Source: an optimization exercise on an open RTL-to-GDS flow (aim: small area). Production flows keep margins and buffers that such runs may drop.
The RTL was checked by simulation tests, not by an equivalence proof against the original design.
The flow treats the clock pin as an ideal source. Dropping or thinning the clock tree relies on that and would not hold on a real chip.
Power is estimated from default activity; no workload was simulated.

`design/flow/design.v`:
```
module graphics(
	input             vgaclk,
	input      [63:0] grid_flat,
	input      [6:0]  x,
	input      [6:0]  y,
	output     [3:0]  red,
	output     [3:0]  green,
	output     [3:0]  blue
);
	wire [3:0] v = grid_flat[{y[5:4], x[5:4], 2'b00} +: 4];
	reg       gv;
	reg [2:0] gi;
	always @* begin
		gv = 1'b1;
		gi = 3'd0;
		case ({v, y[3], x[3]})
			6'd4: gi = 3'd0;
			6'd8: gi = 3'd1;
			6'd12: gi = 3'd2;
			6'd16: gi = 3'd3;
			6'd17: gi = 3'd4;
			6'd20: gi = 3'd5;
			6'd21: gi = 3'd0;
			6'd24: gi = 3'd4;
			6'd25: gi = 3'd1;
			6'd28: gi = 3'd3;
			6'd29: gi = 3'd0;
			6'd30: gi = 3'd2;
			6'd32: gi = 3'd0;
			6'd33: gi = 3'd6;
			6'd34: gi = 3'd4;
			6'd36: gi = 3'd6;
			6'd37: gi = 3'd3;
			6'd38: gi = 3'd0;
			6'd40: gi = 3'd3;
			6'd41: gi = 3'd7;
			6'd42: gi = 3'd0;
			6'd43: gi = 3'd1;
			6'd44: gi = 3'd0;
			6'd45: gi = 3'd7;
			6'd46: gi = 3'd1;
			6'd47: gi = 3'd2;
			default: gv = 1'b0;
		endcase
	end
	reg [7:0] grow;
	always @* begin
		case ({gi, y[2:0]})
			6'd1: grow = 8'b00011000;
			6'd2: grow = 8'b00100100;
			6'd3: grow = 8'b00100000;
			6'd4: grow = 8'b00010000;
			6'd5: grow = 8'b00001000;
			6'd6: grow = 8'b00111100;
			6'd9: grow = 8'b00110000;
			6'd10: grow = 8'b00101000;
			6'd11: grow = 8'b00100100;
			6'd12: grow = 8'b01111100;
			6'd13: grow = 8'b00100000;
			6'd14: grow = 8'b00100000;
			6'd17: grow = 8'b00111100;
			6'd18: grow = 8'b00100100;
			6'd19: grow = 8'b00100100;
			6'd20: grow = 8'b00111100;
			6'd21: grow = 8'b00100100;
			6'd22: grow = 8'b00111100;
			6'd25: grow = 8'b00010000;
			6'd26: grow = 8'b00011000;
			6'd27: grow = 8'b00010100;
			6'd28: grow = 8'b00010000;
			6'd29: grow = 8'b00010000;
			6'd30: grow = 8'b00111100;
			6'd33: grow = 8'b00111100;
			6'd34: grow = 8'b00000100;
			6'd35: grow = 8'b00000100;
			6'd36: grow = 8'b00111100;
			6'd37: grow = 8'b00100100;
			6'd38: grow = 8'b00111100;
			6'd41: grow = 8'b00111100;
			6'd42: grow = 8'b00100000;
			6'd43: grow = 8'b00100000;
			6'd44: grow = 8'b00111100;
			6'd45: grow = 8'b00100000;
			6'd46: grow = 8'b00111100;
			6'd49: grow = 8'b00111100;
			6'd50: grow = 8'b00000100;
			6'd51: grow = 8'b00000100;
			6'd52: grow = 8'b00111100;
			6'd53: grow = 8'b00100000;
			6'd54: grow = 8'b00111100;
			6'd57: grow = 8'b00111100;
			6'd58: grow = 8'b00100100;
			6'd59: grow = 8'b00100100;
			6'd60: grow = 8'b00100100;
			6'd61: grow = 8'b00100100;
			6'd62: grow = 8'b00111100;
			default: grow = 8'd0;
		endcase
	end
	wire pix = gv & grow[x[2:0]];
	wire black = x[6] | y[6] | pix;
	reg [3:0] code;
	always @(posedge vgaclk)
		code <= {v[3] | black, v[2] | black, v[1:0]};
	wire red_hi = (code == 4'd0) | (code == 4'd1) | (code == 4'd2) | (code == 4'd3) | (code == 4'd4) | (code == 4'd10) | (code == 4'd11);
	wire red_lo = (code == 4'd0) | (code == 4'd1) | (code == 4'd2) | (code == 4'd3) | (code == 4'd11);
	wire green_hi = (code == 4'd0) | (code == 4'd2) | (code == 4'd3) | (code == 4'd4) | (code == 4'd5) | (code == 4'd6) | (code == 4'd7) | (code == 4'd8);
	wire green_lo = (code == 4'd0) | (code == 4'd3) | (code == 4'd4) | (code == 4'd5) | (code == 4'd6) | (code == 4'd7);
	wire blue_hi = (code == 4'd0) | (code == 4'd6) | (code == 4'd7) | (code == 4'd8) | (code == 4'd9) | (code == 4'd10) | (code == 4'd11);
	wire blue_lo = (code == 4'd0) | (code == 4'd7) | (code == 4'd8) | (code == 4'd9) | (code == 4'd10) | (code == 4'd11);
	assign red = {red_hi, {3{red_lo}}};
	assign green = {green_hi, {3{green_lo}}};
	assign blue = {blue_hi, {3{blue_lo}}};
endmodule
module vga(
	input            vgaclk,
	input            rst,       
	output reg [6:0] hq,
	output reg [2:0] hr,
	output reg [6:0] vq,
	output reg [2:0] vr,
	output           hsync,
	output           vsync
);
	wire hr_wrap   = hr[2] & hr[1];                           
	wire line_end  = hq[6] & hq[5] & hq[4] & hq[1] & (hr == 3'd1);  
	wire vr_wrap   = vr[2] & vr[1];                           
	wire frame_end = vq[6] & vq[3] & vq[1] & vr_wrap;         
	always @(posedge vgaclk) begin
		if (!rst || line_end) begin
			hq <= 7'd0;
			hr <= 3'd0;
		end else if (hr_wrap) begin
			hq <= hq + 7'd1;
			hr <= 3'd0;
		end else begin
			hr <= hr + 3'd1;
		end
		if (!rst || (line_end && frame_end)) begin
			vq <= 7'd0;
			vr <= 3'd0;
		end else if (line_end) begin
			if (vr_wrap) begin
				vq <= vq + 7'd1;
				vr <= 3'd0;
			end else begin
				vr <= vr + 3'd1;
			end
		end
	end
	assign hsync = !((hq > 7'd93 && hq < 7'd107) ||
	                 (hq == 7'd93 && hr >= 3'd5) ||
	                 (hq == 7'd107 && hr <= 3'd2));
	assign vsync = !(vq[6] & ~vq[3] & vq[2] & vq[1] & ~vq[0] & ~vr[2] & ~vr[1]);
endmodule
module display_top (
	input         clk,     
	input         rst_n,   
	input  [63:0] grid,
	output        hsync,
	output        vsync,
	output [3:0]  red,
	output [3:0]  green,
	output [3:0]  blue
);
	wire [6:0] hq, vq;
	wire [2:0] hr, vr;
	vga vga1(clk, rst_n, hq, hr, vq, vr, hsync, vsync);
	graphics graphics1(clk, grid, hq, vq, red, green, blue);
endmodule
```
`design/flow/flow/run.sh`:
```
#!/bin/bash
# Own layout flow: the standard synthesis, its combinational logic re-mapped
# for area (flip-flops untouched), then the standard ORFS layout with the
# port buffers made of the smallest buffer cell.
set -euo pipefail
WORK=$PWD
FLOWDIR=$WORK/flow
R=$WORK/orfs/results/$FLOW_PLATFORM/display_top/base

bash standard.sh synth > $WORK/std_synth.log 2>&1

cp $R/1_2_yosys.v $WORK/std_netlist.v
LIB=$FLOW_HOME/platforms/sky130hd/lib/sky130_fd_sc_hd__tt_025C_1v80.lib
DU=$(cat $FLOWDIR/dont_use.txt)
LIB_FILE=$LIB STD_NETLIST=$WORK/std_netlist.v OUT_NETLIST=$WORK/resynth_netlist.v \
  ABC_SCRIPT=$FLOWDIR/resynth.abc DONT_USE_ARGS="$DU" RESYNTH_STAT=$WORK/resynth_stat.txt \
  yosys -c $FLOWDIR/resynth.tcl > $WORK/resynth.log 2>&1
cp $WORK/resynth_netlist.v $R/1_2_yosys.v
rm -f $R/1_synth.odb $R/1_synth.sdc

bash standard.sh "BUFFER_PORTS_ARGS=-buffer_cell sky130_fd_sc_hd__buf_1" \
  "CTS_ARGS=-repair_clock_nets -dont_use_dummy_load -buf_list sky130_fd_sc_hd__clkbuf_8 -root_buf sky130_fd_sc_hd__clkbuf_8" \
  finish > $WORK/std_layout.log 2>&1
```
`design/flow/flow/dont_use.txt`:
```
-dont_use sky130_fd_sc_hd__lpflow_bleeder_1 -dont_use sky130_fd_sc_hd__lpflow_clkbufkapwr_1 -dont_use sky130_fd_sc_hd__lpflow_clkbufkapwr_16 -dont_use sky130_fd_sc_hd__lpflow_clkbufkapwr_2 -dont_use sky130_fd_sc_hd__lpflow_clkbufkapwr_4 -dont_use sky130_fd_sc_hd__lpflow_clkbufkapwr_8 -dont_use sky130_fd_sc_hd__lpflow_clkinvkapwr_1 -dont_use sky130_fd_sc_hd__lpflow_clkinvkapwr_16 -dont_use sky130_fd_sc_hd__lpflow_clkinvkapwr_2 -dont_use sky130_fd_sc_hd__lpflow_clkinvkapwr_4 -dont_use sky130_fd_sc_hd__lpflow_clkinvkapwr_8 -dont_use sky130_fd_sc_hd__lpflow_decapkapwr_12 -dont_use sky130_fd_sc_hd__lpflow_decapkapwr_3 -dont_use sky130_fd_sc_hd__lpflow_decapkapwr_4 -dont_use sky130_fd_sc_hd__lpflow_decapkapwr_6 -dont_use sky130_fd_sc_hd__lpflow_decapkapwr_8 -dont_use sky130_fd_sc_hd__lpflow_inputiso0n_1 -dont_use sky130_fd_sc_hd__lpflow_inputiso0p_1 -dont_use sky130_fd_sc_hd__lpflow_inputiso1n_1 -dont_use sky130_fd_sc_hd__lpflow_inputiso1p_1 -dont_use sky130_fd_sc_hd__lpflow_inputisolatch_1 -dont_use sky130_fd_sc_hd__lpflow_isobufsrc_1 -dont_use sky130_fd_sc_hd__lpflow_isobufsrc_16 -dont_use sky130_fd_sc_hd__lpflow_isobufsrc_2 -dont_use sky130_fd_sc_hd__lpflow_isobufsrc_4 -dont_use sky130_fd_sc_hd__lpflow_isobufsrc_8 -dont_use sky130_fd_sc_hd__lpflow_isobufsrckapwr_16 -dont_use sky130_fd_sc_hd__lpflow_lsbuf_lh_hl_isowell_tap_1 -dont_use sky130_fd_sc_hd__lpflow_lsbuf_lh_hl_isowell_tap_2 -dont_use sky130_fd_sc_hd__lpflow_lsbuf_lh_hl_isowell_tap_4 -dont_use sky130_fd_sc_hd__lpflow_lsbuf_lh_isowell_4 -dont_use sky130_fd_sc_hd__lpflow_lsbuf_lh_isowell_tap_1 -dont_use sky130_fd_sc_hd__lpflow_lsbuf_lh_isowell_tap_2 -dont_use sky130_fd_sc_hd__lpflow_lsbuf_lh_isowell_tap_4 -dont_use sky130_fd_sc_hd__probe_p_8 -dont_use sky130_fd_sc_hd__probec_p_8 
```
`design/flow/flow/resynth.abc`:
```
strash
&get -n
&deepsyn -T 90
&put
&get -n
&dch -f
&nf -R 1000
&put
```
`design/flow/flow/resynth.tcl`:
```
# Re-maps the combinational logic of the standard synthesis netlist for area.
# The flip-flops stay as they are (same instances, names and cells).
set lib $::env(LIB_FILE)
yosys read_liberty -ignore_miss_func $lib
yosys read_verilog $::env(STD_NETLIST)
yosys hierarchy -top $::env(FLOW_TOP)
foreach ff {dfxtp_1 dfxtp_2 dfxtp_4} {
  yosys setattr -mod -set keep_hierarchy 1 sky130_fd_sc_hd__$ff
}
yosys flatten
yosys opt_clean -purge
yosys select $::env(FLOW_TOP)
yosys abc -liberty $lib {*}$::env(DONT_USE_ARGS) -script $::env(ABC_SCRIPT)
yosys opt_clean -purge
yosys hilomap -singleton -hicell sky130_fd_sc_hd__conb_1 HI -locell sky130_fd_sc_hd__conb_1 LO
yosys insbuf -buf sky130_fd_sc_hd__buf_1 A X
yosys select -clear
yosys tee -o $::env(RESYNTH_STAT) stat -liberty $lib $::env(FLOW_TOP)
yosys select $::env(FLOW_TOP)
yosys write_verilog -noattr -selected $::env(OUT_NETLIST)
```
`design/flow/standard.sh`:
```
#!/bin/bash
# synth_recipe.tcl (not shown) runs the flow's synth.tcl, then flattens the netlist and writes it again
# the make line also repeats each setting of config.mk as NAME=value (left out here)
make -C /OpenROAD-flow-scripts/flow DESIGN_CONFIG=/design/flow/config.mk WORK_HOME=/design/flow/orfs CLKGATE_MAP_FILE= SYNTH_SCRIPT=/design/flow/synth_recipe.tcl "${@:-finish}"
```
`design/flow/config.mk`:
```
export PLATFORM = sky130hd
export DESIGN_NAME = display_top
export DESIGN_NICKNAME = display_top
export VERILOG_FILES = /design/flow/design.v
export SDC_FILE = /design/flow/constraint.sdc
export NUM_CORES = 4
export LEC_CHECK = 0
export CAP_MARGIN = 20
export CORE_MARGIN = 2
export CORE_UTILIZATION = 40
export SLEW_MARGIN = 20
```
`design/flow/constraint.sdc`:
```
create_clock -name core_clock -period 39.7 [get_ports {clk}]
set_input_delay 7.9400 -clock core_clock [delete_from_list [all_inputs] [get_ports {clk}]]
set_output_delay 7.9400 -clock core_clock [all_outputs]
set_load 0.01 [all_outputs]
```
==> impl_metrics.toml, run 1 <==
[sta]
tightest_slew_ns = 0.948
final_hold_viol_count = 0
rsz0062_at_grt = "false"
setup_tns_ns = 0
period_needed_ns = 11.21
fmaxAchievable_mhz = 89.2
setup_viol = 0
finalClockSkew_ns = 0.00964
fin_crit_sh_pct = 28.2
relSlewSlack_pct = 36.7
finalMaxSlewViolations = 0

[die]
num_rows = 23
die-area_um2 = 4710
ios = 80
die_w_um = 68.6
die_h_um = 68.6
start_util_pct = 41.7
core-area_um2 = 4000

[detailed_routing]
firstDrtPassIters = 9
drt_wl_total_mm = 4.74
num_vias = 2079
antenna_left = 0
routed_via_density = 5.70
drtIter0Drc = 233
wire_per_inst_um = 13.0
route.detailed.drc = 0

[clocking]
ctsHoldBuffers = 0
cts_setup_buffers = 0
cts.clk_slew.worst_paths_ns = 0.08
htreeDepth = 1
clkLatencyLatePin_ns = 0.26
root_buffer = "clkbuf_8"
cts.sinks = 24
cts_made_buffers = 3
post_cts_resized = 0
cts_tree = "built"
cts_buffer_depth = 2

[placement]
dp.cells = 362
place.detailed.hpwl_mm = 3.75
placed_cell_area_um2 = 2010
gp_congestion = 0.921
portBuffers = 79

[global_routing]
first_global_vias = 1617
grtUsageTotal_pct = 19.4
grt_start_max_net_pins = 16
grt_pass1_wl_mm = 7.17
antenna_found_initial = 0
gr-total-overflow = 0

[worst_setup_path]
rrSetupSlack_ns = 34.90
cp_slowest_cell = "o32ai_1"
path_cells = "buf_1, a222oi_1, and3_1, a21oi_1, and3_1, clkinv_1, xnor2_1, nor2_1, nor2_1, o32ai_1, clkinv_1, a21oi_1, o21ai_0, a21oi_1, o21ai_0, o21ai_0, nand2_1, a311oi_1, nand2_1"
critPathMaxStageDelay_ns = 0.58
critPathKind = "in -> reg"
crit_path_end_kind = "flop"
arrival_ns = 11.36
cp.required_ns = 39.84
worstPathMaxFanout = 6
startpoint_type = "input port"

[power_and_ir_drop]
pwr-share-comb_pct = 18.1
power_frac_clock_pct = 29.2
p_int_uw = 35.1
swShare_pct = 26.4
seq_power_share_pct = 52.7
p_switching_uw = 12.6
power_density_nw_per_um2 = 23.3
peakVddDrop_uv = 14.6
leakagePower_nw = 0.682

[final_layout]
drive_above_1_share_pct = 0.952
syn_to_final_growth_pct = 22.6
layout.cells.non_filler = 365
final_area_um2 = 2050
diodes = 0
nNetsFinal = 383
fillers = 412

[yosys]
synth_cells = 239
syn_nets = 305
yosysWarnings = 2
syn_area_um2 = 1670
syn_avg_cell_area_um2 = 6.98

[status]
status = "finished clean"

[job]
drv_cap = 0

[worst_hold_path]
hold_class = "reg -> reg"
-- registers in the layout (all words and copies together), names as in the netlist --
name and cells:
vga1.vr 3, vga1.hr 3, graphics1.code 4, vga1.vq 7, vga1.hq 7
-- worst paths after layout --
kind	cells after the start	start	end
max	19	grid[37]	graphics1.code[2]$_DFF_P_
min reg2reg	2	vga1.vr[0]$_SDFFE_PP0P_	vga1.vr[0]$_SDFFE_PP0P_
min	2	vga1.vr[0]$_SDFFE_PP0P_	vga1.vr[0]$_SDFFE_PP0P_
max reg2reg	19	vga1.hq[5]$_SDFFE_PP0P_	graphics1.code[2]$_DFF_P_
-- power by group through the flow --
stage / registers (mW) / logic, mW / clock network [mW]
6_report: 0.0252 / 0.00862 / 0.0139
5_1_grt: 0.0253 / 0.00990 / 0.0155
4_1_cts: 0.0252 / 0.00858 / 0.0145
3_5_place_dp: 0.0257 / 0.00855 / 0
3_3_place_gp: 0.0257 / 0.00855 / 0
2_1_floorplan: 0.0256 / 0.00510 / 0
-- layer usage --
metal  routed length, um  global-route usage (%)  vias up
li1                    -                       -     1071
met1                2160                    29.2      916
met2                2210                    29.1       87
met3                 348                    3.25        5
met4                  21                    3.00        0
met5                   0                       0        -
-- through the flow --
step	hold WS [ns]	util (%)	total power, mW	setup WS (ns)
floorplan	0.442	-	0.0307	28.78
global placement	0.469	50.1	0.0343	28.36
detailed placement	0.479	50.1	0.0343	28.25
CTS	0.493	51.2	0.0482	28.51
global route	0.531	51.2	0.0507	27.96
finish	0.491	51.2	0.0477	28.49
-- worst max-delay path, delay by kind of cell --
| family | cells | cell delay (ns) |
|---|---|---|
| AND/OR/NAND/NOR | 6 | 0.92 |
| AO/OA/AOI/OAI | 9 | 1.89 |
| XOR/XNOR | 1 | 0.17 |
| buffers and inverters | 3 | 0.43 |
-- cell usage in the layout (no fill, tap or decap), drive strengths merged, types with 2 or more instances in the layout --
master and count:
a31oi 3, dfxtp 24, a211oi 3, nand4b 2, a222oi 12, o21ai 14
clkinv 4, o31ai 2, xnor2 4, clkbuf 3, o211ai 2, nor2b 5
nand2b 5, nand3 18, nor3 13, buf 79, and3 10, and4 2
a22oi 4, nor2 29, and2 7, nand2 28, or2 2, a21oi 24
nand4 4, o22ai 2
-- layout make-up --
cell class	count	area (um2)	area share, %
timing repair buffer	79	297	14.5
clock buffer	3	41.3	2.02
sequential	24	480	23.5
multi-input combinational	205	1150	56.2
inverter	4	15.0	0.733
tap	50	62.6	3.06
==> inputs of run 2 (changes only) <==
--- a/design/flow/flow/run.sh
+++ b/design/flow/flow/run.sh
@@ -12,9 +12,17 @@
 cp $R/1_2_yosys.v $WORK/std_netlist.v
 LIB=$FLOW_HOME/platforms/sky130hd/lib/sky130_fd_sc_hd__tt_025C_1v80.lib
 DU=$(cat $FLOWDIR/dont_use.txt)
-LIB_FILE=$LIB STD_NETLIST=$WORK/std_netlist.v OUT_NETLIST=$WORK/resynth_netlist.v \
-  ABC_SCRIPT=$FLOWDIR/resynth.abc DONT_USE_ARGS="$DU" RESYNTH_STAT=$WORK/resynth_stat.txt \
-  yosys -c $FLOWDIR/resynth.tcl > $WORK/resynth.log 2>&1
+# deepsyn is randomised: run it with a few seeds and keep the smallest netlist
+for S in 1 2 3 4; do
+  sed "s/@SEED@/$S/" $FLOWDIR/resynth.abc > $WORK/resynth_$S.abc
+  LIB_FILE=$LIB STD_NETLIST=$WORK/std_netlist.v OUT_NETLIST=$WORK/resynth_netlist_$S.v \
+    ABC_SCRIPT=$WORK/resynth_$S.abc DONT_USE_ARGS="$DU" RESYNTH_STAT=$WORK/resynth_stat_$S.txt \
+    yosys -c $FLOWDIR/resynth.tcl > $WORK/resynth_$S.log 2>&1 &
+done
+wait
+BEST=$(for S in 1 2 3 4; do echo "$(awk '/Chip area/{print $NF}' $WORK/resynth_stat_$S.txt) $S"; done | sort -g | head -1 | cut -d' ' -f2)
+echo "best seed $BEST" > $WORK/resynth_choice.txt
+cp $WORK/resynth_netlist_$BEST.v $WORK/resynth_netlist.v
 cp $WORK/resynth_netlist.v $R/1_2_yosys.v
 rm -f $R/1_synth.odb $R/1_synth.sdc
 
==> design/flow/flow/resynth.abc (replaced) <==
strash
&get -n
&deepsyn -T 60 -S @SEED@
&put
&get -n
&dch -f
&nf -R 1000
&put
==> impl_metrics.toml, run 2 <==
[status]
status = "finished clean"

[final_layout]
biggestRegsByFlops = "vga1.hq (7), vga1.vq (7), graphics1.code (4)"
final_area_um2 = 2060
drive_above_1_share_pct = 0.932
nNetsFinal = 390
diodes = 0
syn_to_final_growth_pct = 22.4
post-route-util_pct = 51.2
final_cell_mix = "buf_1, nor2_1, nand2_1"
final_common_cell = "buf_1"

[detailed_routing]
wl_met3_um = 255
antenna_left = 0
wl_met1_mm = 2.16
drtIter0Drc = 83
routed.top_layer = "met4"
drt_wl_total_mm = 4.72
firstDrtPassIters = 7
route.detailed.drc = 0
wire_per_inst_um = 12.7
num_vias = 2063
dr_wl_met2_mm = 2.29
routed_via_density = 5.55

[global_routing]
grtUsageTotal_pct = 21.3
grt_start_max_net_pins = 17
gr-total-overflow = 0
first_global_vias = 1783
antenna_found_initial = 0
grt_pass1_wl_mm = 7.76

[placement]
gp_congestion = 0.816
place.detailed.hpwl_mm = 3.80
placed_cell_area_um2 = 2020
portBuffers = 79
place_ws_ns = 28.13

[clocking]
htreeDepth = 1
clkLatencyLatePin_ns = 0.26
cts.clk_slew.worst_paths_ns = 0.08
cts_buffer_depth = 2
post_cts_resized = 0
root_buffer = "clkbuf_8"
cts_setup_buffers = 0
cts.sinks = 24
cts_tree = "built"
ctsHoldBuffers = 0
cts_made_buffers = 3

[sta]
period_needed_ns = 11.33
setup_viol = 0
setup_ws_ns = 28.37
tightest_slew_ns = 1.05
finalClockSkew_ns = 0.00619
fmaxAchievable_mhz = 88.2
finalMaxSlewViolations = 0
final_hold_viol_count = 0
fin_crit_sh_pct = 28.5
rsz0062_at_grt = "false"
timing.hold.ws_ns = 0.471
setup_tns_ns = 0
relSlewSlack_pct = 29.6

[worst_setup_path]
startpoint_type = "input port"
cp_common_cell = "nor2_1"
rrSetupSlack_ns = 35.38
worstPathMaxFanout = 7
r2r-end = "graphics1.code[3]$_DFF_P_"
cp_slowest_cell = "nor4_1"
path_cells = "buf_1, o22ai_1, nor4_1, nor4_1, nor2_1, nor2_1, nand2b_1, o21ai_0, a22o_1, nand2_1, nor2_1, a21oi_1, o32ai_1, o21ai_0, nand2_1, o311ai_0, a311o_1, or2_0"
crit_path_end_kind = "flop"
critPathMaxStageDelay_ns = 0.91
cp.required_ns = 39.84
critPathKind = "in -> reg"
r2r_start = "vga1.vq[4]$_SDFFE_PP0P_"
arrival_ns = 11.48
rr_worst_depth = 17

[die]
die_w_um = 68.9
die-area_um2 = 4750
die_h_um = 68.9
ios = 80
start_util_pct = 41.8
num_rows = 23
core-area_um2 = 4030

[power_and_ir_drop]
leakagePower_nw = 0.685
power_density_nw_per_um2 = 23.6
peakVddDrop_uv = 25.3

[yosys]
synth_cells = 246
syn_avg_cell_area_um2 = 6.85
yosysWarnings = 2
syn_nets = 312
syn_area_um2 = 1680

[worst_hold_path]
min_delay_path_depth = 2
min_from = "vga1.vr[0]$_SDFFE_PP0P_"
hold_class = "reg -> reg"
min_to = "vga1.vr[0]$_SDFFE_PP0P_"

[job]
drv_cap = 0
-- run 2: how the worst max path moves through the flow --
stage	startpoint	endpoint	slack (ns)	cells after the start
floorplan	grid[37]	graphics1.code[3]$_DFF_P_	28.76	18
global route	grid[37]	graphics1.code[2]$_DFF_P_	27.86	19
global placement	grid[37]	graphics1.code[3]$_DFF_P_	28.26	19
detailed placement	grid[37]	graphics1.code[3]$_DFF_P_	28.13	19
finish	grid[13]	graphics1.code[3]$_DFF_P_	28.37	18
CTS	grid[37]	graphics1.code[3]$_DFF_P_	28.38	19
-- run 2: cell type report --
class | count | area (um2)
repair buffers | 79 | 297
multi-input cells | 210 | 1160
fillers | 419 | 1970
flip-flops and latches | 24 | 480
clock buffers | 3 | 41.3
well taps | 50 | 62.6
inverters | 6 | 22.5
-- run 2: through the flow --
step	total power [mW]	instances
6_report	0.0486	372
5_1_grt	0.0522	372
4_1_cts	0.0492	372
3_5_place_dp	0.0356	369
3_3_place_gp	0.0356	369
2_1_floorplan	0.0318	246
-- run 2: power by group --
part | total [mW] | switching (mW) | internal, mW
combinational | 0.00894 | 0.00502 | 0.00392
clock | 0.0134 | 0.00666 | 0.00676
sequential | 0.0262 | 0.00123 | 0.0250
-- run 2: metal layers --
| layer | vias to the layer above | track usage [%] |
|---|---|---|
| li1 | 1072 | - |
| met4 | 0 | 2.94 |
| met1 | 926 | 28.3 |
| met3 | 2 | 3.57 |
| met2 | 63 | 37.0 |
| met5 | - | 0 |
-- run 2: worst max-delay path, delay by kind of cell --
| kind | cells | cell delay (ns) |
|---|---|---|
| AO/OA/AOI/OAI | 8 | 1.49 |
| buffers and inverters | 1 | 0.07 |
| AND/OR/NAND/NOR | 9 | 1.98 |
==> inputs of run 3 (changes only) <==
--- a/design/flow/flow/run.sh
+++ b/design/flow/flow/run.sh
@@ -20,7 +20,8 @@
     yosys -c $FLOWDIR/resynth.tcl > $WORK/resynth_$S.log 2>&1 &
 done
 wait
-BEST=$(for S in 1 2 3 4; do echo "$(awk '/Chip area/{print $NF}' $WORK/resynth_stat_$S.txt) $S"; done | sort -g | head -1 | cut -d' ' -f2)
+BEST=$(for S in 1 2 3 4; do A=$(awk '/Chip area/{print $NF}' $WORK/resynth_stat_$S.txt 2>/dev/null || true); [ -n "$A" ] && [ -s $WORK/resynth_netlist_$S.v ] && echo "$A $S"; done | sort -g | head -1 | cut -d" " -f2 || true)
+if [ -z "$BEST" ]; then echo "resynthesis failed" >&2; exit 1; fi
 echo "best seed $BEST" > $WORK/resynth_choice.txt
 cp $WORK/resynth_netlist_$BEST.v $WORK/resynth_netlist.v
 cp $WORK/resynth_netlist.v $R/1_2_yosys.v
==> design/flow/flow/resynth.abc (replaced) <==
strash
&get -n
&deepsyn -T 150 -S @SEED@
&put
&get -n
&dch -f
&nf -R 1000
&put
==> impl_metrics.toml, run 3 <==
[status]
status = "finished clean"

[die]
num_rows = 23
ios = 80
die-area_um2 = 4750
core-area_um2 = 4030
die_h_um = 68.9
start_util_pct = 41.8
die_w_um = 68.9

[power_and_ir_drop]
p_int_uw = 35.7
power_uw = 48.6
swShare_pct = 26.6
seq_power_share_pct = 54.0
peakVddDrop_uv = 25.3
power_density_nw_per_um2 = 23.6
power_frac_clock_pct = 27.6
pwr-share-comb_pct = 18.4
p_switching_uw = 12.9
leakagePower_nw = 0.685

[sta]
finalMaxSlewViolations = 0
setup_tns_ns = 0
final_hold_viol_count = 0
fmaxAchievable_mhz = 88.2
finalClockSkew_ns = 0.00619
tightest_slew_ns = 1.05
rsz0062_at_grt = "false"
period_needed_ns = 11.33
fin_crit_sh_pct = 28.5
relSlewSlack_pct = 29.6
setup_viol = 0

[final_layout]
nNetsFinal = 390
drive_above_1_share_pct = 0.932
syn_to_final_growth_pct = 22.4
final_common_cell = "buf_1"
final_cell_mix = "buf_1, nor2_1, nand2_1"
biggestRegsByFlops = "vga1.hq (7), vga1.vq (7), graphics1.code (4)"
diodes = 0

[worst_setup_path]
path_buf_inv = 1
cp_slowest_cell = "nor4_1"
arrival_ns = 11.48
cp.required_ns = 39.84
startpoint_type = "input port"
crit_family = "simple AND/OR/NAND/NOR gates"
worstPathMaxFanout = 7
critPathMaxStageDelay_ns = 0.91
critPathKind = "in -> reg"
cp_common_cell = "nor2_1"
crit_path_end_kind = "flop"
path_cells = "buf_1, o22ai_1, nor4_1, nor4_1, nor2_1, nor2_1, nand2b_1, o21ai_0, a22o_1, nand2_1, nor2_1, a21oi_1, o32ai_1, o21ai_0, nand2_1, o311ai_0, a311o_1, or2_0"

[detailed_routing]
num_vias = 2063
wire_per_inst_um = 12.7
routed_via_density = 5.55
antenna_left = 0
drt_wl_total_mm = 4.72
firstDrtPassIters = 7
route.detailed.drc = 0
drtIter0Drc = 83

[global_routing]
grt_pass1_wl_mm = 7.76
grtUsageTotal_pct = 21.3
grt_start_max_net_pins = 17
antenna_found_initial = 0
first_global_vias = 1783
gr-total-overflow = 0

[yosys]
syn_area_um2 = 1680
syn_nets = 312
yosysWarnings = 2
syn_avg_cell_area_um2 = 6.85
synth_cells = 246

[worst_hold_path]
hold_class = "reg -> reg"

[clocking]
ctsHoldBuffers = 0
cts_buffer_depth = 2
cts_made_buffers = 3
cts.sinks = 24
post_cts_resized = 0
htreeDepth = 1
cts.clk_slew.worst_paths_ns = 0.08
clkLatencyLatePin_ns = 0.26
cts_tree = "built"
root_buffer = "clkbuf_8"
cts_setup_buffers = 0

[job]
drv_cap = 0

[placement]
portBuffers = 79
place.detailed.hpwl_mm = 3.80
gp_congestion = 0.816
==> run 3: final timing paths <==
path,from,end,slack (ns),depth (start not counted)
worst min-delay path,vga1.vr[0]$_SDFFE_PP0P_,vga1.vr[0]$_SDFFE_PP0P_,0.47,2
worst min register to register,vga1.vr[0]$_SDFFE_PP0P_,vga1.vr[0]$_SDFFE_PP0P_,0.47,2
worst max-delay path,grid[13],graphics1.code[3]$_DFF_P_,28.37,18
worst max register to register,vga1.vq[4]$_SDFFE_PP0P_,graphics1.code[3]$_DFF_P_,35.38,17
==> run 3: layer usage <==
| layer | vias up | track usage (%) | routed length, um | share of wire [%] |
|---|---|---|---|---|
| met5 | - | 0 | 0 | 0 |
| met4 | 0 | 2.94 | 13 | 0.28 |
| met3 | 2 | 3.57 | 255 | 5.4 |
| met2 | 63 | 37.0 | 2290 | 49 |
| met1 | 926 | 28.3 | 2160 | 46 |
| li1 | 1072 | - | - | - |
==> run 3: stage by stage <==
stage | cell area [um2] | utilization (%) | setup WS [ns] | hold slack, ns | std cells
after global routing | 2060 | 51.2 | 27.86 | 0.501 | 372
after CTS | 2060 | 51.2 | 28.38 | 0.479 | 372
after floorplan | 1680 | - | 28.76 | 0.441 | 246
after detailed placement | 2020 | 50.2 | 28.13 | 0.459 | 369
final | 2060 | 51.2 | 28.37 | 0.471 | 372
after global placement | 2020 | 50.2 | 28.26 | 0.459 | 369
==> run 3: power groups by stage <==
stage / registers (mW) / clock network (mW) / logic [mW]
6_report: 0.0262 / 0.0134 / 0.00894
3_5_place_dp: 0.0268 / 0 / 0.00885
5_1_grt: 0.0264 / 0.0155 / 0.0103
2_1_floorplan: 0.0265 / 0 / 0.00531
4_1_cts: 0.0262 / 0.0141 / 0.00889
3_3_place_gp: 0.0268 / 0 / 0.00879
==> run 3: worst min-delay path, stage by stage, from the launching register on <==
cell and delay, ns:
dfxtp_1 0.33, nor2_1 0.05, nor2_1 0.06
==> run 3: layout make-up <==
cell class | count | area (um2)
fillers | 419 | 1970
multi-input cells | 210 | 1160
flip-flops and latches | 24 | 480
repair buffers | 79 | 297
well taps | 50 | 62.6
clock buffers | 3 | 41.3
inverters | 6 | 22.5
==> inputs of run 4 (changes only) <==
--- a/design/flow/flow/run.sh
+++ b/design/flow/flow/run.sh
@@ -27,6 +27,8 @@
 cp $WORK/resynth_netlist.v $R/1_2_yosys.v
 rm -f $R/1_synth.odb $R/1_synth.sdc
 
-bash standard.sh "BUFFER_PORTS_ARGS=-buffer_cell sky130_fd_sc_hd__buf_1" \
-  "CTS_ARGS=-repair_clock_nets -dont_use_dummy_load -buf_list sky130_fd_sc_hd__clkbuf_8 -root_buf sky130_fd_sc_hd__clkbuf_8" \
-  finish > $WORK/std_layout.log 2>&1
+ARGS=("BUFFER_PORTS_ARGS=-buffer_cell sky130_fd_sc_hd__buf_1"
+  "CTS_ARGS=-repair_clock_nets -dont_use_dummy_load -buf_list sky130_fd_sc_hd__clkbuf_8 -root_buf sky130_fd_sc_hd__clkbuf_8")
+bash standard.sh "${ARGS[@]}" cts > $WORK/std_place_cts.log 2>&1
+CTS_ODB=$R/4_cts.odb CLK_PORT=clk openroad -no_init -exit $FLOWDIR/cts_trim.tcl > $WORK/cts_trim.log 2>&1
+bash standard.sh "${ARGS[@]}" finish > $WORK/std_layout.log 2>&1
==> design/flow/flow/cts_trim.tcl (new file) <==
read_db $::env(CTS_ODB)
set block [ord::get_db_block]
set clk [$block findNet $::env(CLK_PORT)]
set roots {}
foreach it [$clk getITerms] {
  if {[$it isInputSignal]} { lappend roots [$it getInst] }
}
if {[llength $roots] != 1} {
  puts "cts_trim: clock port drives [llength $roots] cells, nothing to do"
  exit 0
}
set root [lindex $roots 0]
set out ""
foreach it [$root getITerms] {
  if {[$it isOutputSignal]} { set out [$it getNet] }
}
set loads {}
foreach it [$out getITerms] {
  if {[$it isInputSignal]} { lappend loads $it }
}
set ok 1
foreach it $loads {
  set m [[$it getInst] getMaster]
  if {![string match "*clkbuf*" [$m getName]]} { set ok 0 }
}
if {!$ok || [llength $loads] > 4} {
  puts "cts_trim: root drives [llength $loads] pins, not only a few clock buffers; nothing to do"
  exit 0
}
puts "cts_trim: removing [$root getName] ([[$root getMaster] getName]), clock port now drives [llength $loads] buffers"
foreach it $loads {
  $it disconnect
  $it connect $clk
}
odb::dbInst_destroy $root
odb::dbNet_destroy $out
write_db $::env(CTS_ODB)
==> impl_metrics.toml, run 4 <==
[die]
core-area_um2 = 4030
ios = 80
num_rows = 23
die_h_um = 68.9
start_util_pct = 41.8
die-area_um2 = 4750
die_w_um = 68.9

[worst_setup_path]
arrival_ns = 11.50
cp.required_ns = 39.73
startpoint = "grid[13]"
path_buf_inv = 1
rrSetupSlack_ns = 35.36
path_cells = "buf_1, o22ai_1, nor4_1, nor4_1, nor2_1, nor2_1, nand2b_1, o21ai_0, a22o_1, nand2_1, nor2_1, a21oi_1, o32ai_1, o21ai_0, nand2_1, o311ai_0, a311o_1, or2_0"
cp_common_cell = "nor2_1"
cp_slowest_cell = "nor4_1"
worstPathMaxFanout = 7
r2r_start = "vga1.vq[4]$_SDFFE_PP0P_"
critPathMaxStageDelay_ns = 0.93
crit_family = "simple AND/OR/NAND/NOR gates"
startpoint_type = "input port"
crit_path_end_kind = "flop"
critPathKind = "in -> reg"

[power_and_ir_drop]
p_switching_uw = 11.9
seq_power_share_pct = 57.8
leakagePower_nw = 0.678
peakVddDrop_uv = 21.1
pwr-share-comb_pct = 19.7
power_density_nw_per_um2 = 22.2
p_int_uw = 33.5
power_frac_clock_pct = 22.5
swShare_pct = 26.1

[sta]
relSlewSlack_pct = 28.2
finalMaxSlewViolations = 0
fmaxAchievable_mhz = 87.1
fin_crit_sh_pct = 28.9
timing.hold.ws_ns = 0.472
finalClockSkew_ns = 0.00596
tightest_slew_ns = 1.07
period_needed_ns = 11.47
setup_viol = 0
final_hold_viol_count = 0
setup_tns_ns = 0
rsz0062_at_grt = "false"

[worst_hold_path]
min_from = "vga1.vr[0]$_SDFFE_PP0P_"
hold_class = "reg -> reg"

[detailed_routing]
wire_per_inst_um = 12.8
drt_wl_total_mm = 4.74
num_vias = 2052
antenna_left = 0
route.detailed.drc = 0
routed_via_density = 5.53
firstDrtPassIters = 7
drtIter0Drc = 106

[yosys]
syn_avg_cell_area_um2 = 6.85
synth_cells = 246
yosysWarnings = 2
syn_area_um2 = 1680
syn_nets = 312

[placement]
place.detailed.hpwl_mm = 3.80
gp_congestion = 0.816
portBuffers = 79

[clocking]
cts_setup_buffers = 0
cts.clk_slew.worst_paths_ns = 0.08
post_cts_resized = 0
clkLatencyLatePin_ns = 0.14
cts.sinks = 24
ctsHoldBuffers = 0

[global_routing]
grt_start_max_net_pins = 17
antenna_found_initial = 0
first_global_vias = 1777
grt_pass1_wl_mm = 7.72
gr-total-overflow = 0
grtUsageTotal_pct = 21.0

[status]
status = "finished clean"

[final_layout]
final_common_cell = "buf_1"
diodes = 0
syn_to_final_growth_pct = 21.6
nNetsFinal = 389
drive_above_1_share_pct = 0.623
final_cell_mix = "buf_1, nor2_1, nand2_1"
biggestRegsByFlops = "vga1.hq (7), vga1.vq (7), graphics1.code (4)"

[job]
drv_cap = 0
-- run 4: final cells by class --
type | count | area [um2]
well taps | 50 | 62.6
fillers | 420 | 1980
clock buffers | 2 | 27.5
flip-flops and latches | 24 | 480
inverters | 6 | 22.5
repair buffers | 79 | 297
multi-input cells | 210 | 1160
-- run 4: final timing paths --
| check | endpoint | cells after the start |
|---|---|---|
| min | vga1.vr[0]$_SDFFE_PP0P_ | 2 |
| max reg2reg | graphics1.code[3]$_DFF_P_ | 17 |
| max | graphics1.code[3]$_DFF_P_ | 18 |
| min reg2reg | vga1.vr[0]$_SDFFE_PP0P_ | 2 |
-- run 4: power groups by stage --
stage	registers, mW	clock network (mW)	logic [mW]
floorplan	0.0265	0	0.00531
global placement	0.0268	0	0.00879
detailed placement	0.0268	0	0.00885
CTS	0.0262	0.0141	0.00889
global route	0.0264	0.0120	0.0103
finish	0.0262	0.0102	0.00897
-- run 4: metrics by stage --
step | instances | util (%) | power, mW | instance area [um2] | setup slack [ns]
finish | 371 | 50.8 | 0.0454 | 2050 | 28.23
global route | 371 | 50.8 | 0.0487 | 2050 | 27.73
CTS | 372 | 51.2 | 0.0492 | 2060 | 28.38
detailed placement | 369 | 50.2 | 0.0356 | 2020 | 28.13
global placement | 369 | 50.2 | 0.0356 | 2020 | 28.26
floorplan | 246 | - | 0.0318 | 1680 | 28.76
-- run 4: routing by layer --
metal	vias up	GRT usage [%]	wire length, um
met5	-	0	0
met4	0	2.21	13
met3	3	2.60	220
met2	57	37.0	2300
met1	920	28.3	2200
li1	1072	-	-
-- run 4: worst min-delay path, stage by stage, from the launching register on --
cell and delay, ns:
dfxtp_1 0.33, nor2_1 0.05, nor2_1 0.06
==> inputs of run 5 (changes only) <==
--- a/design/flow/flow/run.sh
+++ b/design/flow/flow/run.sh
@@ -12,9 +12,10 @@
 cp $R/1_2_yosys.v $WORK/std_netlist.v
 LIB=$FLOW_HOME/platforms/sky130hd/lib/sky130_fd_sc_hd__tt_025C_1v80.lib
 DU=$(cat $FLOWDIR/dont_use.txt)
-# deepsyn is randomised: run it with a few seeds and keep the smallest netlist
+# deepsyn is randomised: run a few rounds of it and mapping with a few seeds,
+# and keep the smallest netlist
 for S in 1 2 3 4; do
-  sed "s/@SEED@/$S/" $FLOWDIR/resynth.abc > $WORK/resynth_$S.abc
+  for K in 1 2 3 4 5 6 7; do sed "s/@SEED@/$((S * 10 + K))/" $FLOWDIR/resynth_round.abc; done > $WORK/resynth_$S.abc
   LIB_FILE=$LIB STD_NETLIST=$WORK/std_netlist.v OUT_NETLIST=$WORK/resynth_netlist_$S.v \
     ABC_SCRIPT=$WORK/resynth_$S.abc DONT_USE_ARGS="$DU" RESYNTH_STAT=$WORK/resynth_stat_$S.txt \
     yosys -c $FLOWDIR/resynth.tcl > $WORK/resynth_$S.log 2>&1 &
==> design/flow/flow/resynth_round.abc (new file) <==
strash
&get -n
&deepsyn -T 20 -S @SEED@
&put
&get -n
&dch -f
&nf -R 1000
&put
removed: design/flow/flow/resynth.abc
==> impl_metrics.toml, run 5 <==
[status]
status = "finished clean"

[job]
drv_cap = 0

[worst_setup_path]
startpoint = "grid[36]"
worstPathMaxFanout = 6
arrival_ns = 10.95
startpoint_type = "input port"
endpoint = "graphics1.code[3]$_DFF_P_"
rrSetupSlack_ns = 35.23
critPathKind = "in -> reg"
crit_path_end_kind = "flop"
rr_worst_depth = 16
cp.required_ns = 39.73
r2r-end = "graphics1.code[3]$_DFF_P_"
r2r_start = "vga1.hq[5]$_SDFFE_PP0P_"

[detailed_routing]
drtIter0Drc = 125
wire_per_inst_um = 13.4
firstDrtPassIters = 7
antenna_left = 0
drt_wl_total_mm = 4.84
num_vias = 2040
route.detailed.drc = 0
routed_via_density = 5.65

[die]
die_w_um = 68.2
ios = 80
core-area_um2 = 3970
die-area_um2 = 4650
start_util_pct = 41.5
die_h_um = 68.2
num_rows = 23

[yosys]
syn_avg_cell_area_um2 = 7.01
synth_cells = 235
yosysWarnings = 2
syn_nets = 301
syn_area_um2 = 1650

[global_routing]
gr-total-overflow = 0
first_global_vias = 1592
grt_start_max_net_pins = 16
grt_pass1_wl_mm = 7.13
antenna_found_initial = 0
grtUsageTotal_pct = 19.3

[sta]
finalClockSkew_ns = 0.00720
tightest_slew_ns = 1.06
relSlewSlack_pct = 29.5
setup_tns_ns = 0
fmaxAchievable_mhz = 91.6
period_needed_ns = 10.92
fin_crit_sh_pct = 27.5
final_hold_viol_count = 0
rsz0062_at_grt = "false"
setup_viol = 0
finalMaxSlewViolations = 0

[final_layout]
drive_above_1_share_pct = 0.965
nNetsFinal = 379
biggestRegsByFlops = "vga1.hq (7), vga1.vq (7), graphics1.code (4)"
multiInputGateArea_um2 = 1120
fillers = 428
syn_to_final_growth_pct = 22.6
layout.cells.non_filler = 361
ff_latch_area_um2 = 480
final_common_cell = "buf_1"
final_cell_mix = "buf_1, nor2_1, nand2_1"
diodes = 0

[clocking]
clkLatencyLatePin_ns = 0.14
post_cts_resized = 0
cts.clk_slew.worst_paths_ns = 0.08
cts.sinks = 24
cts_setup_buffers = 0
ctsHoldBuffers = 0

[placement]
portBuffers = 79
dp.cells = 359
place.detailed.hpwl_mm = 3.77
gp_congestion = 0.841

[power_and_ir_drop]
leakagePower_nw = 0.697
peakVddDrop_uv = 16.0
power_density_nw_per_um2 = 22.1

[worst_hold_path]
hold_class = "reg -> reg"
==> run 5: layout make-up <==
cell class	instances	share of cell area, %
Timing Repair Buffer	80	15.1
Multi-Input combinational cell	199	55.5
Clock buffer	2	1.36
Sequential cell	24	23.8
Inverter	6	1.12
Tap cell	50	3.10
==> run 5: how the worst min path moves through the flow <==
stage | startpoint | to | slack (ns) | depth (start not counted)
after floorplan | vga1.hr[0]$_SDFF_PP0_ | vga1.hr[0]$_SDFF_PP0_ | 0.44 | 1
after global placement | vga1.hr[0]$_SDFF_PP0_ | vga1.hr[0]$_SDFF_PP0_ | 0.46 | 1
after detailed placement | vga1.hr[0]$_SDFF_PP0_ | vga1.hr[0]$_SDFF_PP0_ | 0.46 | 1
after CTS | vga1.hr[0]$_SDFF_PP0_ | vga1.hr[0]$_SDFF_PP0_ | 0.48 | 1
after global routing | vga1.hr[0]$_SDFF_PP0_ | vga1.hr[0]$_SDFF_PP0_ | 0.51 | 1
final | vga1.hr[0]$_SDFF_PP0_ | vga1.hr[0]$_SDFF_PP0_ | 0.47 | 1
==> run 5: critical path: stages <==
cell and delay (ns):
buf_1 0.07, a222oi_1 0.08, and3_1 0.25, nor4_1 0.53, nor2_1 0.14, or3_1 0.35
o211ai_1 0.43, nor2_1 0.12, nor2_1 0.14, nand2_1 0.09, nor2_1 0.18, a21oi_1 0.06
nor2_1 0.10, nor3_1 0.06, a311oi_1 0.34, nand2_1 0.09
==> run 5: per-layer routing <==
layer	up-vias	GRT usage (%)	wire, um
met5	-	0	0
li1	1051	-	-
met4	0	2.25	23
met2	72	34.3	2300
met3	3	1.64	300
met1	914	26.0	2210
==> run 5: metrics by stage <==
stage          util [%]  setup WS (ns)  hold WS (ns)  power [mW]  instance area (um2)
6_report           50.8          28.78         0.470      0.0445                 2020
3_5_place_dp       50.1          28.61         0.458      0.0341                 1990
2_1_floorplan         -          29.19         0.436      0.0305                 1650
4_1_cts            51.2          28.89         0.477      0.0483                 2030
3_3_place_gp       50.1          28.72         0.457      0.0340                 1990
5_1_grt            50.8          28.27         0.508      0.0472                 2020
==> run 5: where the power goes <==
| group | switching, mW | internal (mW) |
|---|---|---|
| Combinational | 0.00465 | 0.00371 |
| Sequential | 0.000607 | 0.0246 |
| Clock | 0.00638 | 0.00463 |
==> inputs of run 6 (changes only) <==
==> design/flow/flow/run.sh (replaced) <==
#!/bin/bash
# Own layout flow: the standard synthesis, its combinational logic re-mapped
# for area (flip-flops untouched), then the standard ORFS layout with the
# port buffers made of the smallest buffer cell.
set -euo pipefail
WORK=$PWD
FLOWDIR=$WORK/flow
R=$WORK/orfs/results/$FLOW_PLATFORM/display_top/base

bash standard.sh synth > $WORK/std_synth.log 2>&1

cp $R/1_2_yosys.v $WORK/std_netlist.v
LIB=$FLOW_HOME/platforms/sky130hd/lib/sky130_fd_sc_hd__tt_025C_1v80.lib
DU=$(cat $FLOWDIR/dont_use.txt)
# deepsyn is randomised: in each of a few stages, run rounds of it and
# mapping with four seeds from the best netlist so far, and keep the smallest
cp $WORK/std_netlist.v $WORK/resynth_in_0.v
for T in 1 2 3; do
  for S in 1 2 3 4; do
    for K in 1 2 3 4; do sed "s/@SEED@/$((T * 100 + S * 10 + K))/" $FLOWDIR/resynth_round.abc; done > $WORK/resynth_${T}_$S.abc
    LIB_FILE=$LIB STD_NETLIST=$WORK/resynth_in_$((T - 1)).v OUT_NETLIST=$WORK/resynth_netlist_${T}_$S.v \
      ABC_SCRIPT=$WORK/resynth_${T}_$S.abc DONT_USE_ARGS="$DU" RESYNTH_STAT=$WORK/resynth_stat_${T}_$S.txt \
      yosys -c $FLOWDIR/resynth.tcl > $WORK/resynth_${T}_$S.log 2>&1 &
  done
  wait
  BEST=$(for S in 1 2 3 4; do A=$(awk '/Chip area/{print $NF}' $WORK/resynth_stat_${T}_$S.txt 2>/dev/null || true); [ -n "$A" ] && [ -s $WORK/resynth_netlist_${T}_$S.v ] && echo "$A $S"; done | sort -g | head -1 | cut -d" " -f2 || true)
  if [ -z "$BEST" ]; then echo "resynthesis failed" >&2; exit 1; fi
  echo "stage $T: best seed $BEST" >> $WORK/resynth_choice.txt
  cp $WORK/resynth_netlist_${T}_$BEST.v $WORK/resynth_in_$T.v
done
cp $WORK/resynth_in_3.v $WORK/resynth_netlist.v
cp $WORK/resynth_netlist.v $R/1_2_yosys.v
rm -f $R/1_synth.odb $R/1_synth.sdc

ARGS=("BUFFER_PORTS_ARGS=-buffer_cell sky130_fd_sc_hd__buf_1"
  "CTS_ARGS=-repair_clock_nets -dont_use_dummy_load -buf_list sky130_fd_sc_hd__clkbuf_8 -root_buf sky130_fd_sc_hd__clkbuf_8")
bash standard.sh "${ARGS[@]}" cts > $WORK/std_place_cts.log 2>&1
CTS_ODB=$R/4_cts.odb CLK_PORT=clk openroad -no_init -exit $FLOWDIR/cts_trim.tcl > $WORK/cts_trim.log 2>&1
bash standard.sh "${ARGS[@]}" finish > $WORK/std_layout.log 2>&1
==> design/flow/flow/resynth_round.abc (replaced) <==
strash
&get -n
&deepsyn -T 15 -S @SEED@
&put
&get -n
&dch -f
&nf -R 1000
&put
==> impl_metrics.toml, run 6 <==
[status]
status = "finished clean"

[detailed_routing]
antenna_left = 0
wire_per_inst_um = 13.3
drtIter0Drc = 106
firstDrtPassIters = 4
route.detailed.drc = 0
routed_via_density = 5.62
drt_wl_total_mm = 4.74
num_vias = 1995

[global_routing]
first_global_vias = 1778
grt_start_max_net_pins = 16
gr-total-overflow = 0
grtUsageTotal_pct = 20.5
antenna_found_initial = 0
grt_pass1_wl_mm = 7.47

[power_and_ir_drop]
peakVddDrop_uv = 13.4
leakagePower_nw = 0.701
power_density_nw_per_um2 = 22.1

[worst_setup_path]
cp_slowest_cell = "a32oi_1"
rrSetupSlack_ns = 34.94
endpoint = "graphics1.code[2]$_DFF_P_"
startpoint = "grid[44]"
cp.required_ns = 39.73
crit_family = "simple AND/OR/NAND/NOR gates"
arrival_ns = 11.45
r2r-end = "graphics1.code[2]$_DFF_P_"
r2r_start = "vga1.hq[4]$_SDFFE_PP0P_"
worstPathMaxFanout = 7
cp_common_cell = "nand2b_1"
cp.depth = 16
path_cells = "buf_1, a222oi_1, nand3_1, and4_1, nand2b_1, nor3_1, nor2_1, a32oi_1, xor2_1, or2_0, nor2b_1, o21ai_0, o311ai_0, a211oi_1, or3_1, nand2b_1"
path_buf_inv = 1
crit_path_end_kind = "flop"
critPathKind = "in -> reg"
rr_worst_depth = 16
startpoint_type = "input port"
critPathMaxStageDelay_ns = 0.44

[final_layout]
biggestRegsByFlops = "vga1.hq (7), vga1.vq (7), graphics1.code (4)"
drive_above_1_share_pct = 0.656
final_cell_mix = "buf_1, nand2_1, nor2_1, dfxtp_1, nand3_1"
fillers = 416
syn_to_final_growth_pct = 22.1
ff_latch_area_um2 = 480
nNetsFinal = 373
diodes = 0
final_common_cell = "buf_1"
post-route-util_pct = 50.6
multiInputGateArea_um2 = 1130

[placement]
portBuffers = 79
place_ws_ns = 28.12
gp_congestion = 0.830
place.detailed.hpwl_mm = 3.69

[die]
ios = 80
num_rows = 23
die-area_um2 = 4640
die_h_um = 68.1
start_util_pct = 41.4
die_w_um = 68.1
core-area_um2 = 3970

[clocking]
cts.clk_slew.worst_paths_ns = 0.08
post_cts_resized = 0
ctsHoldBuffers = 0
clkLatencyLatePin_ns = 0.14
cts_setup_buffers = 0
cts.sinks = 24

[sta]
relSlewSlack_pct = 34.5
period_needed_ns = 11.42
final_hold_viol_count = 0
setup_tns_ns = 0
finalMaxSlewViolations = 0
setup_viol = 0
fin_crit_sh_pct = 28.8
rsz0062_at_grt = "false"
finalClockSkew_ns = 0.00625
tightest_slew_ns = 0.980
fmaxAchievable_mhz = 87.6
setup_ws_ns = 28.28
timing.hold.ws_ns = 0.508

[yosys]
syn_area_um2 = 1640
syn_nets = 296
syn_avg_cell_area_um2 = 7.15
synth_cells = 230
yosysWarnings = 2

[worst_hold_path]
min_delay_path_depth = 1
hold_class = "reg -> reg"

[job]
drv_cap = 0
==> run 6: cell count changes in the layout (fill, tap and decap cells not counted), moves of 3 or more <==
| cell | change |
|---|---|
| nor2_1 | -13 |
| nor2b_1 | +4 |
| o22ai_1 | -5 |
| nand3_1 | +7 |
| nand2b_1 | +3 |
| nand2_1 | -3 |
| nor3_1 | +3 |
| and3_1 | -3 |
==> run 6: layer usage <==
metal | track usage (%) | wire [um] | up-vias
li1 | - | - | 1034
met1 | 24.2 | 2150 | 881
met2 | 38.8 | 2210 | 76
met3 | 2.63 | 345 | 4
met4 | 4.50 | 38 | 0
met5 | 0 | 0 | -
==> run 6: worst min path at each step <==
stage / start / endpoint
2_1_floorplan: vga1.hr[0]$_SDFF_PP0_ / vga1.hr[0]$_SDFF_PP0_
3_3_place_gp: vga1.hr[0]$_SDFF_PP0_ / vga1.hr[0]$_SDFF_PP0_
3_5_place_dp: vga1.hr[0]$_SDFF_PP0_ / vga1.hr[0]$_SDFF_PP0_
4_1_cts: vga1.hr[2]$_SDFF_PP0_ / vga1.hr[2]$_SDFF_PP0_
5_1_grt: vga1.hr[2]$_SDFF_PP0_ / vga1.hr[2]$_SDFF_PP0_
6_report: vga1.hr[0]$_SDFF_PP0_ / vga1.hr[0]$_SDFF_PP0_
==> run 6: area by class of cell <==
type | count | area share, %
repair buffers | 79 | 14.8
flip-flops and latches | 24 | 23.9
clock buffers | 2 | 1.37
well taps | 50 | 3.12
multi-input cells | 196 | 56.1
inverters | 4 | 0.748
==> run 6: worst reg2reg max path: stages (launching register included) <==
cell and delay, ns:
dfxtp_1 0.42, nor2b_1 0.80, a222oi_1 0.28, nand3_1 0.14, and4_1 0.37, nand2b_1 0.11, nor3_1 0.22, nor2_1 0.07
a32oi_1 0.44, xor2_1 0.32, or2_0 0.20, nor2b_1 0.22, o21ai_0 0.12, o311ai_0 0.38, a211oi_1 0.11, or3_1 0.32
nand2b_1 0.14
==> run 6: per-stage QoR <==
| step | area, um2 | cells | power, mW |
|---|---|---|---|
| finish | 2010 | 355 | 0.0444 |
| global route | 2010 | 355 | 0.0469 |
| CTS | 2020 | 356 | 0.0484 |
| detailed placement | 1980 | 353 | 0.0343 |
| global placement | 1980 | 353 | 0.0342 |
| floorplan | 1640 | 230 | 0.0307 |
==> run 6: report_power, final <==
part,internal (mW),switching [mW],leakage [nW]
sequential,0.0245,0.000586,0.195
clock,0.00461,0.00600,0.0144
combinational,0.00387,0.00479,0.491
total,0.0330,0.0114,0.701
==> inputs of run 7 (changes only) <==
--- a/design/flow/flow/run.sh
+++ b/design/flow/flow/run.sh
@@ -13,22 +13,33 @@
 LIB=$FLOW_HOME/platforms/sky130hd/lib/sky130_fd_sc_hd__tt_025C_1v80.lib
 DU=$(cat $FLOWDIR/dont_use.txt)
 # deepsyn is randomised: in each of a few stages, run rounds of it and
-# mapping with four seeds from the best netlist so far, and keep the smallest
+# mapping with eight seeds (four at a time) from the best netlist so far,
+# and keep the smallest netlist found
+NSTAGE=4
+NSEED=8
 cp $WORK/std_netlist.v $WORK/resynth_in_0.v
-for T in 1 2 3; do
-  for S in 1 2 3 4; do
+BESTA=1e12
+for T in $(seq 1 $NSTAGE); do
+  for S in $(seq 1 $NSEED); do
+    while [ $(jobs -rp | wc -l) -ge 4 ]; do sleep 1; done
     for K in 1 2 3 4; do sed "s/@SEED@/$((T * 100 + S * 10 + K))/" $FLOWDIR/resynth_round.abc; done > $WORK/resynth_${T}_$S.abc
     LIB_FILE=$LIB STD_NETLIST=$WORK/resynth_in_$((T - 1)).v OUT_NETLIST=$WORK/resynth_netlist_${T}_$S.v \
       ABC_SCRIPT=$WORK/resynth_${T}_$S.abc DONT_USE_ARGS="$DU" RESYNTH_STAT=$WORK/resynth_stat_${T}_$S.txt \
       yosys -c $FLOWDIR/resynth.tcl > $WORK/resynth_${T}_$S.log 2>&1 &
   done
   wait
-  BEST=$(for S in 1 2 3 4; do A=$(awk '/Chip area/{print $NF}' $WORK/resynth_stat_${T}_$S.txt 2>/dev/null || true); [ -n "$A" ] && [ -s $WORK/resynth_netlist_${T}_$S.v ] && echo "$A $S"; done | sort -g | head -1 | cut -d" " -f2 || true)
-  if [ -z "$BEST" ]; then echo "resynthesis failed" >&2; exit 1; fi
-  echo "stage $T: best seed $BEST" >> $WORK/resynth_choice.txt
-  cp $WORK/resynth_netlist_${T}_$BEST.v $WORK/resynth_in_$T.v
+  cp $WORK/resynth_in_$((T - 1)).v $WORK/resynth_in_$T.v
+  for S in $(seq 1 $NSEED); do
+    A=$(awk '/Chip area/{print $NF}' $WORK/resynth_stat_${T}_$S.txt 2>/dev/null || true)
+    if [ -n "$A" ] && [ -s $WORK/resynth_netlist_${T}_$S.v ] && awk -v a="$A" -v b="$BESTA" 'BEGIN{exit !(a < b)}'; then
+      BESTA=$A
+      cp $WORK/resynth_netlist_${T}_$S.v $WORK/resynth_in_$T.v
+      echo "stage $T: seed $S, area $A" >> $WORK/resynth_choice.txt
+    fi
+  done
 done
-cp $WORK/resynth_in_3.v $WORK/resynth_netlist.v
+if [ "$BESTA" = 1e12 ]; then echo "resynthesis failed" >&2; exit 1; fi
+cp $WORK/resynth_in_$NSTAGE.v $WORK/resynth_netlist.v
 cp $WORK/resynth_netlist.v $R/1_2_yosys.v
 rm -f $R/1_synth.odb $R/1_synth.sdc
 
==> impl_metrics.toml, run 7 <==
[placement]
place.detailed.hpwl_mm = 3.81
place_ws_ns = 29.15
portBuffers = 79
dp.cells = 360
gp_congestion = 0.866

[global_routing]
grtUsageTotal_pct = 21.3
first_global_vias = 1780
grt_pass1_wl_mm = 7.82
gr-total-overflow = 0
antenna_found_initial = 0
grt_start_max_net_pins = 14

[die]
ios = 80
die-area_um2 = 4640
die_w_um = 68.1
start_util_pct = 41.4
core-area_um2 = 3970
num_rows = 23
die_h_um = 68.1

[clocking]
ctsHoldBuffers = 0
cts.sinks = 24
clkLatencyLatePin_ns = 0.14
cts.clk_slew.worst_paths_ns = 0.08
cts_setup_buffers = 0
post_cts_resized = 0

[detailed_routing]
drt_wl_total_mm = 4.86
routed_via_density = 5.75
antenna_left = 0
firstDrtPassIters = 7
wire_per_inst_um = 13.4
route.detailed.drc = 0
drtIter0Drc = 205
num_vias = 2083

[final_layout]
final_cell_mix = "buf_1, nand2_1, nor2_1"
layout.cells.non_filler = 362
drive_above_1_share_pct = 0.641
nNetsFinal = 380
diodes = 0
post-route-util_pct = 50.5
biggestRegsByFlops = "vga1.hq (7), vga1.vq (7), graphics1.code (4)"
fillers = 438
syn_to_final_growth_pct = 22.2
final_common_cell = "buf_1"

[sta]
setup_ws_ns = 29.29
finalClockSkew_ns = 0.00829
finalMaxSlewViolations = 0
period_needed_ns = 10.41
fin_crit_sh_pct = 26.2
setup_tns_ns = 0
rsz0062_at_grt = "false"
fmaxAchievable_mhz = 96.1
timing.hold.ws_ns = 0.479
tightest_slew_ns = 0.865
final_hold_viol_count = 0
setup_viol = 0
relSlewSlack_pct = 41.7

[status]
status = "finished clean"

[worst_setup_path]
worstPathMaxFanout = 5
startpoint_type = "input port"
crit_path_end_kind = "flop"
rr_worst_depth = 14
r2r_start = "vga1.hq[4]$_SDFFE_PP0P_"
cp.required_ns = 39.73
arrival_ns = 10.44
startpoint = "grid[24]"
critPathKind = "in -> reg"

[job]
drv_cap = 0

[power_and_ir_drop]
leakagePower_nw = 0.658
peakVddDrop_uv = 17.7
power_density_nw_per_um2 = 22.1

[worst_hold_path]
min_from = "vga1.hr[0]$_SDFF_PP0_"
min_delay_path_depth = 1
hold_class = "reg -> reg"

[yosys]
syn_area_um2 = 1640
yosysWarnings = 2
syn_avg_cell_area_um2 = 6.93
syn_nets = 303
synth_cells = 237
==> run 7: final timing paths <==
check	end	slack [ns]
worst max register to register	graphics1.code[3]$_DFF_P_	36.15
worst max-delay path	graphics1.code[3]$_DFF_P_	29.29
worst min-delay path	vga1.hr[0]$_SDFF_PP0_	0.48
worst min register to register	vga1.hr[0]$_SDFF_PP0_	0.48
==> run 7: per-stage QoR <==
step                power [mW]  area (um2)
floorplan               0.0305        1640
global placement        0.0341        1980
detailed placement      0.0341        1980
CTS                     0.0479        2020
global route            0.0467        2010
finish                  0.0444        2010
==> run 7: power breakdown <==
group          switching [mW]  leakage (nW)  internal, mW
Combinational         0.00469         0.448       0.00376
Clock                 0.00617        0.0144       0.00462
Sequential           0.000621         0.195        0.0245
==> run 7: layout make-up <==
class,instances,area [um2],area share [%]
Multi-Input combinational cell,200,1110,55.5
Inverter,7,26.3,1.31
Sequential cell,24,480,23.9
Timing Repair Buffer,79,297,14.8
Tap cell,50,62.6,3.12
Clock buffer,2,27.5,1.37
==> run 7: worst max-delay path: stages <==
cell and delay [ns]:
buf_1 0.07, a222oi_1 0.37, nand3_1 0.12, and4_1 0.27, xnor2_1 0.22, o21ai_0 0.13
xnor2_1 0.25, nand2_1 0.16, xor2_1 0.16, nor2_1 0.07, nor3_1 0.23, a21oi_1 0.10
o221ai_1 0.24, nand3_1 0.10
==> run 7: layer usage <==
layer  wire length [um]  vias to the layer above  track usage (%)
met3                234                        2             3.78
met2               2200                       57             34.6
met1               2410                      971             30.4
met4                  9                        0             2.50
met5                  0                        -                0
li1                   -                     1053                -
==> inputs of run 8 (changes only) <==
--- a/design/flow/flow/run.sh
+++ b/design/flow/flow/run.sh
@@ -15,7 +15,7 @@
 # deepsyn is randomised: in each of a few stages, run rounds of it and
 # mapping with eight seeds (four at a time) from the best netlist so far,
 # and keep the smallest netlist found
-NSTAGE=4
+NSTAGE=6
 NSEED=8
 cp $WORK/std_netlist.v $WORK/resynth_in_0.v
 BESTA=1e12
==> impl_metrics.toml, run 8 <==
[status]
status = "finished clean"

[power_and_ir_drop]
leakagePower_nw = 0.674
seq_power_share_pct = 56.7
peakVddDrop_uv = 22.2
power_density_nw_per_um2 = 22.5
pwr-share-comb_pct = 20.1
swShare_pct = 24.9
power_frac_clock_pct = 23.2
p_switching_uw = 11.1
p_int_uw = 33.3

[final_layout]
multiInputGateArea_um2 = 1090
final_cell_mix = "buf_1, nand2_1, nor2_1"
drive_above_1_share_pct = 0.667
final_common_cell = "buf_1"
post-route-util_pct = 49.9
layout.cells.non_filler = 350
syn_to_final_growth_pct = 22.7
nNetsFinal = 368
fillers = 420
diodes = 0
ff_latch_area_um2 = 480
biggestRegsByFlops = "vga1.hq (7), vga1.vq (7), graphics1.code (4)"

[detailed_routing]
route.detailed.drc = 0
routed_via_density = 5.67
drt_wl_total_mm = 4.49
num_vias = 1983
antenna_left = 0
drtIter0Drc = 129
wire_per_inst_um = 12.8
firstDrtPassIters = 9

[global_routing]
first_global_vias = 1652
grt_start_max_net_pins = 16
antenna_found_initial = 0
grtUsageTotal_pct = 19.9
gr-total-overflow = 0
grt_pass1_wl_mm = 7.12

[sta]
fmaxAchievable_mhz = 86.4
rsz0062_at_grt = "false"
tightest_slew_ns = 1.11
finalClockSkew_ns = 0.00933
final_hold_viol_count = 0
finalMaxSlewViolations = 0
fin_crit_sh_pct = 29.2
period_needed_ns = 11.58
setup_tns_ns = 0
relSlewSlack_pct = 26.1
setup_viol = 0

[worst_setup_path]
crit_path_end_kind = "flop"
arrival_ns = 11.66
critPathKind = "in -> reg"
worstPathMaxFanout = 8
startpoint_type = "input port"
cp.required_ns = 39.78

[die]
core-area_um2 = 3940
ios = 80
start_util_pct = 40.7
die_h_um = 67.3
die-area_um2 = 4530
num_rows = 23
die_w_um = 67.3

[yosys]
syn_avg_cell_area_um2 = 7.13
syn_nets = 291
syn_area_um2 = 1600
synth_cells = 225
yosysWarnings = 2

[clocking]
post_cts_resized = 0
ctsHoldBuffers = 0
cts.clk_slew.worst_paths_ns = 0.08
cts_setup_buffers = 0
cts.sinks = 24
clkLatencyLatePin_ns = 0.14

[placement]
gp_congestion = 0.958
dp.cells = 348
place.detailed.hpwl_mm = 3.52
portBuffers = 79

[job]
drv_cap = 0

[worst_hold_path]
hold_class = "reg -> reg"
-- run 8: worst max-delay path: stages --
cell and delay (ns):
buf_1 0.07, a222oi_1 0.33, nand3_1 0.12, nand4_1 0.32, clkinv_1 0.17, nand2_1 0.13, o21ai_0 0.12, a222oi_1 0.72
xnor2_1 0.20, a211oi_1 0.39, o21ai_0 0.17, nand2b_1 0.17, a22o_1 0.22, a2111oi_0 0.41, nor3_1 0.11, nand2b_1 0.08
-- run 8: stage by stage --
stage / hold slack, ns / cell area (um2) / power, mW / worst slack [ns]
global placement: 0.469 / 1940 / 0.0345 / 28.15
CTS: 0.500 / 1980 / 0.0483 / 28.28
finish: 0.491 / 1970 / 0.0443 / 28.12
global route: 0.519 / 1970 / 0.0472 / 27.64
floorplan: 0.437 / 1600 / 0.0310 / 28.62
detailed placement: 0.479 / 1940 / 0.0346 / 28.03
-- run 8: power by group through the flow --
stage	combinational, mW	sequential (mW)	clock, mW
global route	0.0102	0.0252	0.0118
CTS	0.00893	0.0252	0.0142
detailed placement	0.00888	0.0257	0
global placement	0.00878	0.0257	0
floorplan	0.00544	0.0256	0
finish	0.00892	0.0252	0.0103
-- run 8: routing by layer --
metal  wire length, um  vias to the layer above  GRT usage, %
li1                  -                     1002             -
met1              2010                      913          26.7
met2              2160                       62          34.4
met3               287                        6          2.50
met4                37                        0          3.57
met5                 0                        -             0
-- run 8: worst paths after layout --
check | from | to | slack (ns) | cells past startpoint
hold / removal | vga1.hr[0]$_SDFF_PP0_ | vga1.hr[0]$_SDFF_PP0_ | 0.49 | 1
hold reg to reg | vga1.hr[0]$_SDFF_PP0_ | vga1.hr[0]$_SDFF_PP0_ | 0.49 | 1
setup reg to reg | vga1.hq[4]$_SDFFE_PP0P_ | graphics1.code[2]$_DFF_P_ | 34.67 | 18
setup / recovery | grid[45] | graphics1.code[2]$_DFF_P_ | 28.12 | 16
-- run 8: layout make-up --
type                            instances  share of cell area, %
Inverter                                3                  0.572
Sequential cell                        24                   24.4
Multi-Input combinational cell        192                   55.4
Tap cell                               50                   3.18
Clock buffer                            2                   1.40
Timing Repair Buffer                   79                   15.1

## re-timing with driven ports
In the flow no input, the clock included, has a driving cell. The finished layouts below were timed again as built, in two steps.
Step 1: set_driving_cell puts a clkbuf_16 on clk and a buf_2 on each other input, an assumption about the parent block.
Step 2 also shifts input and output timing later by t, the mid clock arrival at the registers, as if the neighbouring blocks saw the same clock.
a / b / c = ideal ports / drivers / drivers and shift; a / b = the first two.
| run | shift t [ns] | setup slack, ns | slew at the worst register clock pin (ns) |
|---|---|---|---|
| run 1 | 0.280 | 28.489 / 28.486 / 28.206 | 0.08 / 0.08 |
| run 2 | 0.278 | 28.367 / 28.367 / 28.090 | 0.08 / 0.08 |
| run 3 | 0.278 | 28.367 / 28.367 / 28.090 | 0.08 / 0.08 |
| run 4 | 0.167 | 28.225 / 28.234 / 28.067 | 0.08 / 0.08 |
| run 5 | 0.171 | 28.780 / 28.788 / 28.616 | 0.08 / 0.08 |
| run 6 | 0.170 | 28.281 / 28.292 / 28.122 | 0.08 / 0.08 |
| run 7 | 0.172 | 29.289 / 29.299 / 29.127 | 0.08 / 0.08 |
| run 8 | 0.167 | 28.122 / 28.131 / 27.965 | 0.08 / 0.08 |
After both steps every run listed still meets setup and hold. For run 1, which loses most, drivers alone change the setup slack by -0.003 ns; drivers and shift together by -0.283 ns.
